From an optimization exercise on the open Yosys and OpenROAD flow, aimed at small area and a short achievable clock period; shortcuts taken in it are not production practice.

## top_diannao_node_vMAX
module top_diannao_node_vMAX (
        clk,
        i_inputs,
        i_synapses,
        i_op,
        i_nbout,
        i_load,
        o_to_edram
    );
export LEC_CHECK = 0
export ABC_AREA = 1
export CAP_MARGIN = 10
export CORE_MARGIN = 2
export CORE_UTILIZATION = 40
export SETUP_SLACK_MARGIN = 5
export SLEW_MARGIN = 10
export SYNTH_HIERARCHICAL = 1
create_clock -name core_clock -period 12.0 [get_ports {clk}]
standard.sh (not shown) runs the stock make flow with config.mk's settings and CLKGATE_MAP_FILE= SYNTH_SCRIPT=/design/flow/synth_recipe.tcl, a recipe that flattens the netlist after the stock synthesis.
==> flow/flow/run.sh <==
#!/bin/bash
# Standard ORFS layout (the standard.sh, standard synthesis unchanged), with
# extra settings for timing repair, clock tree and port buffers.
set -euo pipefail
bash standard.sh SETUP_SLACK_MARGIN=8.3 "CTS_ARGS=-sink_clustering_enable -repair_clock_nets -sink_clustering_size 30 -sink_clustering_max_diameter 80 -dont_use_dummy_load -distance_between_buffers 300" "BUFFER_PORTS_ARGS=-buffer_cell sky130_fd_sc_hd__buf_1" finish > standard.log 2>&1
Change:
==> flow/flow/run.sh (replaced) <==
#!/bin/bash
# Standard ORFS layout (the standard.sh, standard synthesis unchanged), with
# extra settings for timing repair, clock tree and port buffers.
set -euo pipefail
bash standard.sh SETUP_SLACK_MARGIN=8.2 "CTS_ARGS=-sink_clustering_enable -repair_clock_nets -sink_clustering_size 30 -sink_clustering_max_diameter 80 -dont_use_dummy_load" "BUFFER_PORTS_ARGS=-buffer_cell sky130_fd_sc_hd__buf_1" finish > standard.log 2>&1
- The new run completed with no timing, DRC or antenna violations
- worst setup slack gets worse by 65 ps
- cell count went down by 0.62%
- cell area went down by 1.3%
- utilization went down by 0.59 points
- via count went down by 0.57%
No run of this note included a check of the RTL's function; only the layout flow was run.


Another version of the RTL of top_diannao_node_vMAX (not shown whole).
// top_diannao_node_vMAX
module top_diannao_node_vMAX (
        clk,
        i_inputs,
        i_synapses,
        i_op,
        i_nbout,
        i_load,
        o_to_edram
    );
    input           clk;
    input  [255:0]  i_inputs;
    input  [255:0]  i_synapses;
    input  [0:0]    i_op;
    input  [15:0]   i_nbout;
    input           i_load;
    output [15:0]   o_to_edram;
    reg [239:0] mag_a, mag_b;
    reg [15:0]  sgn1;
    reg [239:0] cs0, cs1;
    reg [15:0]  sgn2;
    reg [63:0]  grp_sum, grp_max;
    reg [15:0]  red_sum, red_max;
    reg [15:0]  out_reg;
    assign o_to_edram = out_reg;
    wire [239:0] h0, h1;
    wire [63:0] grp_sum_d, grp_max_d;
    wire [255:0] prod;
    genvar j, k;
    generate
        for (j = 0; j < 16; j = j + 1) begin : lane
            always @(posedge clk) begin
                mag_a[15*j +: 15] <= i_inputs[16*j +: 15];
                mag_b[15*j +: 15] <= i_synapses[16*j +: 15];
                sgn1[j]           <= i_inputs[16*j+15] ^ i_synapses[16*j+15];
            end
            nfu_mul_cs MUL (
                .A  (mag_a[15*j +: 15]),
                .B  (mag_b[15*j +: 15]),
                .s  (sgn1[j]),
  ...
Settings: LEC_CHECK=0, CAP_MARGIN=20, CORE_MARGIN=2, CORE_UTILIZATION=40, SLEW_MARGIN=20; clock period 12.0 ns.
run.sh (not shown) runs the stock make flow with config.mk's settings and CLKGATE_MAP_FILE= SYNTH_SCRIPT=/design/flow/synth_recipe.tcl, a recipe that flattens the netlist after the stock synthesis.
Stock flow here: none of the scripts above is used.
Edit:
Settings changed: CAP_MARGIN 20 to 80, SETUP_SLACK_MARGIN set to 5, SLEW_MARGIN 20 to 80.
Final cell count grows by a few percent. Routed wire length grows by a few percent. Worst setup slack loses 0.21 ns. Die area does not change. Worst hold slack loses 0.11 ns. Synthesized cell count is unchanged.
Edit:
Settings changed: ABC_AREA set to 1.
What happened: Non-clock buffer count shrinks by 774. Final area shrinks by 19%. Critical path depth shrinks by 7. Clock-buffer cell count rose by 4. Worst setup slack gains 1.3 ns.
No run of this note included a check of the RTL's function; only the layout flow was run.


Another version of the RTL of top_diannao_node_vMAX (not shown whole).
For scale: ~16000 cells after synthesis, roughly 1300 flip-flops, about 550 I/O pins, roughly 130000 um2 of cells after synthesis.
==> flow/design.v (excerpt) <==
module top_diannao_node_vMAX (
        clk,
        i_inputs,
        i_synapses,
        i_op,
        i_nbout,
        i_load,
        o_to_edram
    );
==> flow/config.mk <==
export PLATFORM = sky130hd
export DESIGN_NAME = top_diannao_node_vMAX
export DESIGN_NICKNAME = top_diannao_node_vMAX
export VERILOG_FILES = /design/flow/design.v
export SDC_FILE = /design/flow/constraint.sdc
export NUM_CORES = 8
export LEC_CHECK = 0
export ABC_AREA = 1
export CAP_MARGIN = 20
export CORE_MARGIN = 2
export CORE_UTILIZATION = 40
export SETUP_SLACK_MARGIN = 5
export SLEW_MARGIN = 20
export SYNTH_HIERARCHICAL = 1
==> flow/constraint.sdc <==
create_clock -name core_clock -period 12.0 [get_ports {clk}]
set_input_delay 2.4000 -clock core_clock [delete_from_list [all_inputs] [get_ports {clk}]]
set_output_delay 2.4000 -clock core_clock [all_outputs]
set_load 0.01 [all_outputs]
standard.sh (not shown) runs the stock make flow with config.mk's settings and CLKGATE_MAP_FILE= SYNTH_SCRIPT=/design/flow/synth_recipe.tcl, a recipe that flattens the netlist after the stock synthesis.
==> flow/flow/run.sh <==
#!/bin/bash
# Standard ORFS layout (the standard.sh, standard synthesis unchanged), with
# extra settings for timing repair, clock tree and port buffers.
set -euo pipefail
bash standard.sh SETUP_SLACK_MARGIN=8.2 CTS_CLUSTER_SIZE=30 CTS_CLUSTER_DIAMETER=80 "BUFFER_PORTS_ARGS=-buffer_cell sky130_fd_sc_hd__buf_1" finish > standard.log 2>&1
==> next run, changes <==
==> flow/flow/run.sh (replaced) <==
#!/bin/bash
# Standard ORFS layout (the standard.sh, standard synthesis unchanged), with
# extra settings for timing repair, clock tree and port buffers.
set -euo pipefail
bash standard.sh SETUP_SLACK_MARGIN=8.3 "CTS_ARGS=-sink_clustering_enable -repair_clock_nets -sink_clustering_size 30 -sink_clustering_max_diameter 80 -dont_use_dummy_load -distance_between_buffers 300" "BUFFER_PORTS_ARGS=-buffer_cell sky130_fd_sc_hd__buf_1" finish > standard.log 2>&1
CAP_MARGIN = 10   (was 20)
SLEW_MARGIN = 10   (was 20)
Effect: The new run ran to the end with no violations. Setup slack improved by 0.094 ns. Die area stays the same. Sequential share of layout area increases by 0.11 points. Count of clock-buffer cells in the layout decreases by 9. Wire length hardly moves. Final cell count hardly moves. Utilization decreases by 0.24 points. Maximum frequency increases by about 2.5%.
==> next run, changes <==
==> flow/flow/run.sh (replaced) <==
#!/bin/bash
# Standard ORFS layout (the standard.sh, standard synthesis unchanged), with
# extra settings for timing repair, clock tree and port buffers.
set -euo pipefail
bash standard.sh SETUP_SLACK_MARGIN=8.2 "CTS_ARGS=-sink_clustering_enable -repair_clock_nets -sink_clustering_size 30 -sink_clustering_max_diameter 80 -dont_use_dummy_load" "BUFFER_PORTS_ARGS=-buffer_cell sky130_fd_sc_hd__buf_1" finish > standard.log 2>&1
Effect: Wire length stays flat. Non-clock buffer count decreases by 12. Sequential share of layout area is about the same. Design area went down slightly. Worst hold slack gets better by 0.052 ns. Clock skew is lower by 0.012 ns. Area after synthesis does not change. Register-to-register slack is worse by 0.10 ns.
No run of this note included a check of the RTL's function; only the layout flow was run.

-- port drivers added, routing unchanged --
The flow's constraints put no driver on any port. The routed layouts listed below were extracted and timed again, unchanged, in two steps.
Step 1: set_driving_cell puts a clkbuf_16 on clk and a buf_2 on each other input, an assumption about the parent block.
Step 2 adds t to the input delays and takes it off the output delays; t is the mean of the earliest and latest rising clock arrival at the registers after step 1. Input paths then give back, and output paths get back, about the clock's delay inside the block.
Three values: ideal, step 1, step 2; two values: the first two.
| run | shift t [ns] | setup WS [ns] | hold WS [ns] | worst register clock-pin slew, ns | worst slew at a driven data input, ns |
|---|---|---|---|---|---|
| the first run of note 1 | 0.867 | 8.298 / 8.210 / 7.530 | 0.579 / 0.579 / 0.579 | 0.10 / 0.10 | 0.19 |
| the second run of note 1 | 0.947 | 8.233 / 8.131 / 7.365 | 0.595 / 0.595 / 0.595 | 0.10 / 0.10 | 0.20 |
| the first run of note 2 | 1.002 | 5.960 / 5.960 / 5.960 | 0.569 / 0.569 / 0.569 | 0.07 / 0.07 | 0.13 |
| the second run of note 2 | 1.012 | 5.752 / 5.752 / 5.752 | 0.457 / 0.457 / 0.457 | 0.07 / 0.07 | 0.13 |
| the third run of note 2 | 0.996 | 7.043 / 7.043 / 7.043 | 0.445 / 0.445 / 0.445 | 0.07 / 0.07 | 0.22 |
| the first run of note 3 | 0.976 | 8.166 / 8.068 / 7.344 | 0.600 / 0.600 / 0.600 | 0.10 / 0.10 | 0.27 |
| the second run of note 3 | 0.877 | 8.260 / 8.145 / 7.496 | 0.544 / 0.544 / 0.544 | 0.11 / 0.11 | 0.24 |
| the third run of note 3 | 0.950 | 8.207 / 8.107 / 7.405 | 0.596 / 0.596 / 0.596 | 0.11 / 0.11 | 0.22 |
After both steps every run listed still meets setup and hold. The setup slack of the second run of note 1, which loses most, moves by -0.102 ns with the drivers and by -0.868 ns with both steps.
